From an optimization exercise on the open Yosys and OpenROAD flow, aimed at small area; shortcuts taken in it are not production practice. Function was checked by simulation only, so behaviour that the tests miss may differ from the original. Power and IR drop assume default switching activity.

**run.sh**
```bash
#!/bin/bash
# synth_recipe.tcl (not shown) runs the flow's synth.tcl, then flattens the netlist and writes it again
# the make line also repeats each setting of config.mk as NAME=value (left out here)
make -C /OpenROAD-flow-scripts/flow DESIGN_CONFIG=/design/flow/config.mk WORK_HOME=/design/flow/orfs CLKGATE_MAP_FILE= SYNTH_SCRIPT=/design/flow/synth_recipe.tcl finish
```
**constraint.sdc**
```tcl
create_clock -name core_clock -period 14.0 [get_ports {clk}]
set_input_delay 2.8000 -clock core_clock [delete_from_list [all_inputs] [get_ports {clk}]]
set_output_delay 2.8000 -clock core_clock [all_outputs]
set_load 0.01 [all_outputs]
```
**config.mk**
```make
export PLATFORM = sky130hd
export DESIGN_NAME = processor
export DESIGN_NICKNAME = processor
export VERILOG_FILES = /design/flow/design.v
export SDC_FILE = /design/flow/constraint.sdc
export NUM_CORES = 4
export LEC_CHECK = 0
export CAP_MARGIN = 20
export CORE_MARGIN = 2
export CORE_UTILIZATION = 40
export SETUP_SLACK_MARGIN = 0.5
export SLEW_MARGIN = 20
```
**design.v**
```verilog
module processor( input         clk, reset,
                  output [31:0] PC,
                  input  [31:0] instruction,
                  output        WE,
                  output [31:0] address_to_mem,
                  output [31:0] data_to_mem,
                  input  [31:0] data_from_mem
                );
	wire reg_write, alu_src_a, alu_src_b, mem_to_reg, branch_beq, branch_jal, branch_jalr, zero;
	wire [2:0] alu_control, imm_control;
	wire [31:0]	rs1, rs2, imm_out, mux0_out, mux1_out, mux2_out, mux3_out, alu0_out, alu1_out, alu2_out, mux_2_0_out, mux_2_1_out;
	wire xxx1, xxx2; 
	wire [1:0] mux_2_1_control;
	reg [31:0] my_PC;
			controller ctr(	instruction[6:0], 
						instruction[14:12],
						instruction[31:25],
						reg_write,
						alu_control,
						WE,
						imm_control,
						alu_src_a,
						alu_src_b,
						mem_to_reg,
						branch_beq,
						branch_jal,
						branch_jalr,
						mux_2_1_control);
		gpr_set gpr(	instruction[19:15],
						instruction[24:20],
						instruction[11:7],
						reg_write,
						mux1_out,
						clk,
						rs1, 
						rs2,
						reset);
		imm_decoder imm(instruction[31:7],
						imm_control,
						imm_out);
		mux mux0(mux_2_1_out, alu2_out, branch_jal | branch_jalr, mux0_out);
		mux mux1(mux0_out, data_from_mem, mem_to_reg, mux1_out);
		mux mux2(rs1, my_PC, alu_src_a, mux2_out);
		mux mux3(rs2, imm_out, alu_src_b, mux3_out);
		alu alu0(	mux2_out,
					mux3_out,
					alu_control,
					alu0_out,
					zero);
		alu alu1(	imm_out,
					my_PC,
					3'b000,
					alu1_out,
					xxx1);
		alu alu2(	{{29{1'b0}},3'b100},
					my_PC,
					3'b000,
					alu2_out,
					xxx2);
		mux2 mux_2_0(	alu2_out,
						alu0_out,
						alu1_out,
						my_PC,
						{(zero & branch_beq) | branch_jal, branch_jalr},
						mux_2_0_out);
		mux2 mux_2_1(	alu0_out,
						imm_out,
						alu1_out,
						{32{1'b0}},
						mux_2_1_control,
						mux_2_1_out);				
	always @(posedge clk)
	begin
		if (reset)
		begin
			my_PC <= 0;
		end
		else
		begin
			my_PC <= mux_2_0_out;
		end
	end
	assign PC = my_PC;
	assign address_to_mem = mux_2_1_out;
	assign data_to_mem = rs2;
endmodule
module alu(	input	signed	[31:0]	src_a,
			input	signed	[31:0]	src_b,
			input			[2:0]	alu_control,
			output	reg		[31:0]	alu_out,
			output	reg				zero); 
	always @(*)
	begin
		case (alu_control)
			3'b000:  
				alu_out <= src_a + src_b;
			3'b001:  
				alu_out <= src_a & src_b;
			3'b010:  
				alu_out <= src_a - src_b;
			3'b011:  
				alu_out <= src_a < src_b;
			3'b100:  
				alu_out <= {src_a[31:24] + src_b[31:24], src_a[23:16] + src_b[23:16], src_a[15:8] + src_b[15:8], src_a[7:0] + src_b[7:0]};
			3'b101:  
				alu_out <= src_a << src_b;
			3'b110:  
				alu_out <= src_a >> src_b;
			3'b111:  
				alu_out <= src_a >>> src_b;
		endcase
		zero <= alu_out == {32{1'b0}} ? 1 : 0;
	end
endmodule
module mux(	input		[31:0]	in1,
			input		[31:0]	in2,
			input				control,
			output	reg	[31:0]	out);
	always @(*)
		if (control)
			out <= in2;
		else
			out <= in1;
endmodule
module mux2(input		[31:0]	in1,
			input		[31:0]	in2,
			input		[31:0]	in3,
			input		[31:0]	in4,
			input		[1:0]	control,
			output	reg	[31:0]	out);
	always @(*)
		case (control)
			0: out <= in1;
			1: out <= in2;
			2: out <= in3;
			3: out <= in4;
			default: out <= in1;
		endcase
endmodule
module gpr_set(	input		[4:0]	a1,
				input		[4:0]	a2,
				input		[4:0]	a3,
				input				we3,
				input		[31:0]	wd3,
				input				clk,
				output		[31:0]	rd1,
				output		[31:0]	rd2,
				input				reset);
	reg[31:0] regs [31:0];
	always @(posedge clk)
	begin
		if (reset)
		begin
			regs[0] <= {32{1'b0}};
			regs[1] <= {32{1'b0}};
			regs[2] <= {32{1'b0}};
			regs[3] <= {32{1'b0}};
			regs[4] <= {32{1'b0}};
			regs[5] <= {32{1'b0}};
			regs[6] <= {32{1'b0}};
			regs[7] <= {32{1'b0}};
			regs[8] <= {32{1'b0}};
			regs[9] <= {32{1'b0}};
			regs[10] <= {32{1'b0}};
			regs[11] <= {32{1'b0}};
			regs[12] <= {32{1'b0}};
			regs[13] <= {32{1'b0}};
			regs[14] <= {32{1'b0}};
			regs[15] <= {32{1'b0}};
			regs[16] <= {32{1'b0}};
			regs[17] <= {32{1'b0}};
			regs[18] <= {32{1'b0}};
			regs[19] <= {32{1'b0}};
			regs[20] <= {32{1'b0}};
			regs[21] <= {32{1'b0}};
			regs[22] <= {32{1'b0}};
			regs[23] <= {32{1'b0}};
			regs[24] <= {32{1'b0}};
			regs[25] <= {32{1'b0}};
			regs[26] <= {32{1'b0}};
			regs[27] <= {32{1'b0}};
			regs[28] <= {32{1'b0}};
			regs[29] <= {32{1'b0}};
			regs[30] <= {32{1'b0}};
			regs[31] <= {32{1'b0}};
		end
		else
		begin
			if (a3 != 5'b00000)
			begin
				if (we3)
				begin
					regs[a3] <= wd3;
				end
			end
		end
	end
	assign rd1 = regs[a1];
	assign rd2 = regs[a2];
endmodule
module imm_decoder(	input		[24:0]	imm_in,
					input		[2:0]	imm_control,
					output	reg	[31:0]	imm_out);
	always @(*)
		case (imm_control)
			3'b000:  
				imm_out <= {{21{imm_in[24]}}, imm_in[23:18], imm_in[17:14], imm_in[13]};
			3'b001:  
				imm_out <= {{21{imm_in[24]}}, imm_in[23:18], imm_in[4:1], imm_in[0]};
			3'b010:  
				imm_out <= {32{1'b0}};
			3'b011:  
				imm_out <= {{20{imm_in[24]}}, imm_in[0], imm_in[23:18], imm_in[4:1], 1'b0};
			3'b100:  
				imm_out <= {{12{imm_in[24]}}, imm_in[12:5], imm_in[13], imm_in[23:18], imm_in[17:14], 1'b0};
			3'b101:  
				imm_out <= {imm_in[24], imm_in[23:13], imm_in[12:5], {12{1'b0}}};
			default:
				imm_out <= {32{1'b0}};
		endcase
endmodule
module controller(	input 		[6:0] 	opcode, 
					input		[2:0]	funct3,
					input		[6:0]	funct7,
					output reg			reg_write,
					output reg	[2:0]	alu_control,
					output reg			mem_write,
					output reg	[2:0]	imm_control,
					output reg			alu_src_a,
					output reg			alu_src_b,
					output reg			mem_to_reg,
					output reg			branch_beq,
					output reg			branch_jal,
					output reg			branch_jalr,
					output reg	[1:0]	mux_2_1_control);
	always @(*)
		case (opcode)
			7'b0110011:	 
			begin
				case (funct7)
					7'b0000000:  
					begin
						case (funct3)
							3'b000:  
								alu_control <= 000;
							3'b111:  
								alu_control <= 001;
							3'b010:  
								alu_control <= 011;
							3'b001:  
								alu_control <= 101;
							3'b101:  
								alu_control <= 110;
							default:  
								alu_control <= 000;
						endcase
					end
					7'b0100000:  
					begin
						case (funct3)
							3'b000:  
								alu_control <= 010;
							3'b101:  
								alu_control <= 111;
							default:  
								alu_control <= 010;
						endcase
					end
					default:  
						alu_control <= 000;
				endcase
				{reg_write, mem_write, imm_control, alu_src_a, alu_src_b, mem_to_reg, branch_beq, branch_jal, branch_jalr, mux_2_1_control} <= {1'b1, 1'b0, 3'b000, 1'b0, 1'b0, 1'b0, 1'b0, 1'b0, 1'b0, 2'b00};
			end
			7'b0010011:  
				{reg_write, alu_control, mem_write, imm_control, alu_src_a, alu_src_b, mem_to_reg, branch_beq, branch_jal, branch_jalr, mux_2_1_control} <= {1'b1, 3'b000, 1'b0, 3'b000, 1'b0, 1'b1, 1'b0, 1'b0, 1'b0, 1'b0, 2'b00};
			7'b0001011:  
				{reg_write, alu_control, mem_write, imm_control, alu_src_a, alu_src_b, mem_to_reg, branch_beq, branch_jal, branch_jalr, mux_2_1_control} <= {1'b1, 3'b100, 1'b0, 3'b010, 1'b0, 1'b0, 1'b0, 1'b0, 1'b0, 1'b0, 2'b00};
			7'b0000011:  
				{reg_write, alu_control, mem_write, imm_control, alu_src_a, alu_src_b, mem_to_reg, branch_beq, branch_jal, branch_jalr, mux_2_1_control} <= {1'b1, 3'b000, 1'b0, 3'b000, 1'b0, 1'b1, 1'b1, 1'b0, 1'b0, 1'b0, 2'b00};
			7'b0100011:  
				{reg_write, alu_control, mem_write, imm_control, alu_src_a, alu_src_b, mem_to_reg, branch_beq, branch_jal, branch_jalr, mux_2_1_control} <= {1'b0, 3'b000, 1'b1, 3'b001, 1'b0, 1'b1, 1'b1, 1'b0, 1'b0, 1'b0, 2'b00};
			7'b1100011:  
				{reg_write, alu_control, mem_write, imm_control, alu_src_a, alu_src_b, mem_to_reg, branch_beq, branch_jal, branch_jalr, mux_2_1_control} <= {1'b0, 3'b010, 1'b0, 3'b011, 1'b0, 1'b0, 1'b0, 1'b1, 1'b0, 1'b0, 2'b00};
			7'b1101111:  
				{reg_write, alu_control, mem_write, imm_control, alu_src_a, alu_src_b, mem_to_reg, branch_beq, branch_jal, branch_jalr, mux_2_1_control} <= {1'b1, 3'b000, 1'b0, 3'b100, 1'b0, 1'b0, 1'b0, 1'b0, 1'b1, 1'b0, 2'b00};
			7'b1100111:  
				{reg_write, alu_control, mem_write, imm_control, alu_src_a, alu_src_b, mem_to_reg, branch_beq, branch_jal, branch_jalr, mux_2_1_control} <= {1'b1, 3'b000, 1'b0, 3'b000, 1'b0, 1'b1, 1'b0, 1'b0, 1'b0, 1'b1, 2'b00};
			7'b0010111:  
				{reg_write, alu_control, mem_write, imm_control, alu_src_a, alu_src_b, mem_to_reg, branch_beq, branch_jal, branch_jalr, mux_2_1_control} <= {1'b1, 3'b000, 1'b0, 3'b101, 1'b1, 1'b1, 1'b0, 1'b0, 1'b0, 1'b0, 2'b10};
			7'b0110111:  
				{reg_write, alu_control, mem_write, imm_control, alu_src_a, alu_src_b, mem_to_reg, branch_beq, branch_jal, branch_jalr, mux_2_1_control} <= {1'b1, 3'b000, 1'b0, 3'b101, 1'b0, 1'b1, 1'b0, 1'b0, 1'b0, 1'b0, 2'b01};
			default:  
				{reg_write, alu_control, mem_write, imm_control, alu_src_a, alu_src_b, mem_to_reg, branch_beq, branch_jal, branch_jalr, mux_2_1_control} <= {1'b0, 3'b000, 1'b0, 3'b000, 1'b0, 1'b0, 1'b0, 1'b0, 1'b1, 1'b1, 2'b00};
		endcase			
endmodule
```
==> flow_summary.ini <==
[detailed_routing]
firstDrtPassIters = 6
ant_nets = 0
via_per_inst = 6.94
num_vias = 61101
initialDrtViolationCount = 9666
remaining_drc_errors = 0
post_drt_wl_per_cell_microns = 40.9
wl_microns = 360000

[setup_path]
crit_path_end_kind = output pin
critPathLaunch = instruction[17]
crit_type = in2out
worst-path-max-fanout = 27
worstSetupEndpoint = address_to_mem[25]
worstPathRequired_ps = 11200
ff2ff_setup_slack_ps = 4210
r2r_cells = 28
r2r-end = my_PC[3]
crit-reg2reg-launch = gpr.regs[31][14]
worstPathArrival_ps = 10760
startpoint_type = input port

[global_routing]
grt_remaining_overflow = 0
grt_max_degree = 60
grt_pass1_vias = 58124
grtUsageTotal_pct = 40.6
antenna_found_initial = 26
grt_pass1_wl_microns = 488000

[yosys]
synth_flop_cell = edfxtp_1
yosys-mux-area-fraction_pct = 18.8
ys_seq_area_share_pct = 46.1
synth.top_cell.area_share_pct = 45.2
synth_compound_area_share_pct = 13.5
synthSimpleGateAreaFrac_pct = 14.0
synth_enable_flop_cells = 1024
synth_top_family_by_area = multiplexers
syn-cell-area_sq_um = 68000
synth_common_cells = 1346 x nor2_1, 1024 x edfxtp_1, 471 x mux2i_1, 347 x mux4_2, 326 x clkbuf_1
ys_warn_count = 7
synth_top_cell_by_area = edfxtp_1
async_reset_ff_share_pct = 0
synthAdderAreaFrac_pct = 1.97
synth_area_per_cell_sq_um = 10.8
synth.distinct_cells = 108
synth_xor_area_share_pct = 1.15
synth_most_common_cell = nor2_1
synth_seq_cells = 1056
synth_area_leaders = edfxtp_1 45%, mux4_2 11%, nor2_1 7.4%
syn_inst = 6325

[clocking]
cts_made_buffers = 108
cts.sinks = 1056
clock_tree.buffer_depth = 3
clockRootBuffer = clkbuf_16
cts_tree = done
insertion_delay_ps = 790
clk_pin_slew_worst_paths_ps = 70
cts_max_level = 3
cts_hold_buf = 0

[floorplan]
ios = 163
dieArea_sq_um = 173000
initial_core_util_pct = 40.2
die_w_microns = 416
core_sq_um = 169000
die_h_microns = 416
rows = 151

[finish]
final_nets = 6647
fillers = 15601
area_growth_pct = 14.3
drive_above_1_share_pct = 17.7
utilization_pct = 46.0
instances_no_fill = 8801

[flow_run]
drv_cap = 0

[timing]
tns_ps = 0
finalMaxSlewViolations = 0
rsz0062_at_grt = no
final.setup_skew_ps = 63.9
slew_headroom_pct = 9.38
hold_viol_final = 0
period_share_pct = 96.9
max_freq_mhz = 73.7
period_needed_ps = 13560
holdWs_ps = 662
setup_violations = 0
worst_slew_pin_slew_ps = 1350

[place]
portBuffers = 162
gp_congestion = 1.07
hpwlAfterDp_microns = 252000
dp.cells = 8584

[pwr]
peakVddDrop_uv = 101
power_leakage_nw = 27.8
powerDensity_nw_per_um2 = 124

[min_path]
min_path_type = reg2reg

[outcome]
outcome = finished clean
[stage by stage]
step | setup WS (ps) | power (W) | instance area, sq um
3_5_place_dp | 549 | 0.00654 | 74100
5_1_grt | 513 | 0.00978 | 77700
6_report | 438 | 0.00963 | 77700
3_3_place_gp | 493 | 0.00656 | 74000
4_1_cts | 513 | 0.00949 | 77600
2_1_floorplan | 1800 | 0.00511 | 68100
[per-layer routing]
metal  global-route usage (%)  up-vias  wire [microns]
li1                         -    24221               -
met1                     48.1    30420          120000
met2                     62.3     5076          159000
met3                     10.4     1368           43500
met4                     33.8       16           36800
met5                        0        -             105
[power breakdown]
part           switching, W  total [W]  internal [W]  leakage, nW
Clock               0.00131    0.00301       0.00169         1.74
Sequential        0.0000615    0.00363       0.00357         10.8
Combinational       0.00202    0.00299      0.000972         15.2
[cells by family (layout without fill, tap and decap cells)]
family | count (synthesis) | in the layout
xor+xnor | 89 | 89
mux | 842 | 842
flops | 1056 | 1056
buf+inv | 692 | 901
simple gates | 2199 | 2199
other cells | 1 | 50
fa+ha+maj | 104 | 104
compound gates | 1342 | 1342
[flip-flops by register name (all words and copies together) (netlist names)]
| name | flops |
|---|---|
| my_PC | 32 |
| gpr.regs | 1024 |
[cells in the final DEF (no fill, tap or decap), types with 62 or more instances in the layout]
cell type,netlist,layout
inv_1,105,104
o21ai_0,184,181
a21oi_1,300,289
ha_1,99,98
o22ai_1,67,67
nor2_1,1346,1335
buf_4,24,411
nand3_1,119,118
edfxtp_1,1024,1024
clkbuf_16,0,110
mux4_2,347,347
clkdlybuf4s50_1,0,148
xnor2_1,71,71
nand2_1,319,288
o211ai_1,66,66
mux2i_1,471,469
a22oi_1,212,212
nor3_1,69,62
[what timing repair did]
item | CTS | global route
setup endpoints to repair | 0 | 8
setup buffers | 0 | 0
hold endpoints to repair | 0 | 0
resized for setup | 0 | 8
[cell type report]
class,instances,area (sq um),area share (%)
Multi-Input combinational cell,4608,34400,44.2
Sequential cell,1056,31400,40.4
Timing Repair Buffer,592,5150,6.63
Clock buffer,125,2810,3.61
Tap cell,2218,2780,3.57
Clock inverter,73,773,0.995
Inverter,111,417,0.536
Antenna cell,18,45.0,0.0579
[worst min-delay path by stage]
stage | to | cells past startpoint | slack, ps | start
after floorplan | my_PC[0] | 2 | 540 | my_PC[0]
after global routing | my_PC[0] | 2 | 670 | my_PC[0]
after global placement | my_PC[12] | 2 | 610 | my_PC[12]
after detailed placement | my_PC[16] | 2 | 630 | my_PC[16]
after CTS | my_PC[16] | 2 | 640 | my_PC[16]
final | my_PC[10] | 2 | 660 | my_PC[10]
[worst max-delay path, cell delays in order]
cell and delay (ps):
buf_4 470, inv_2 380, nor2_1 870, a221o_1 330, nor3_2 100, a21oi_1 880
ha_1 470, a21oi_1 180, nor2b_1 110, a21oi_1 410, o21ai_1 330, a41oi_1 600
a211oi_2 130, buf_4 170, o21ai_0 630, a22o_1 440, xnor2_1 230, a21oi_1 250
o22ai_1 620, buf_4 270

-- separate check: timing with driven ports --
The flow's constraints put no driver on any port. The routed layout listed below was extracted and timed again, unchanged, in two steps. Step 1 assumes that a clkbuf_16 drives the clock port and a buf_2 every other input. Step 2 adds t to the input delays and takes it off the output delays; t is the mean of the earliest and latest rising clock arrival at the registers after step 1. Input paths then give back, and output paths get back, about the clock's delay inside the block. Slacks: ideal ports / drivers / drivers and shift; pairs: ideal ports / drivers.
t, ns: 0.835
setup WS [ns]: 0.438 / 0.409 / 0.409
worst setup path at the end: input to output
worst data-port slew with drivers (ns): 0.24
After both steps setup and hold are still met in this run. The setup slack of this run moves by -0.029 ns with the drivers and by -0.029 ns with both steps.
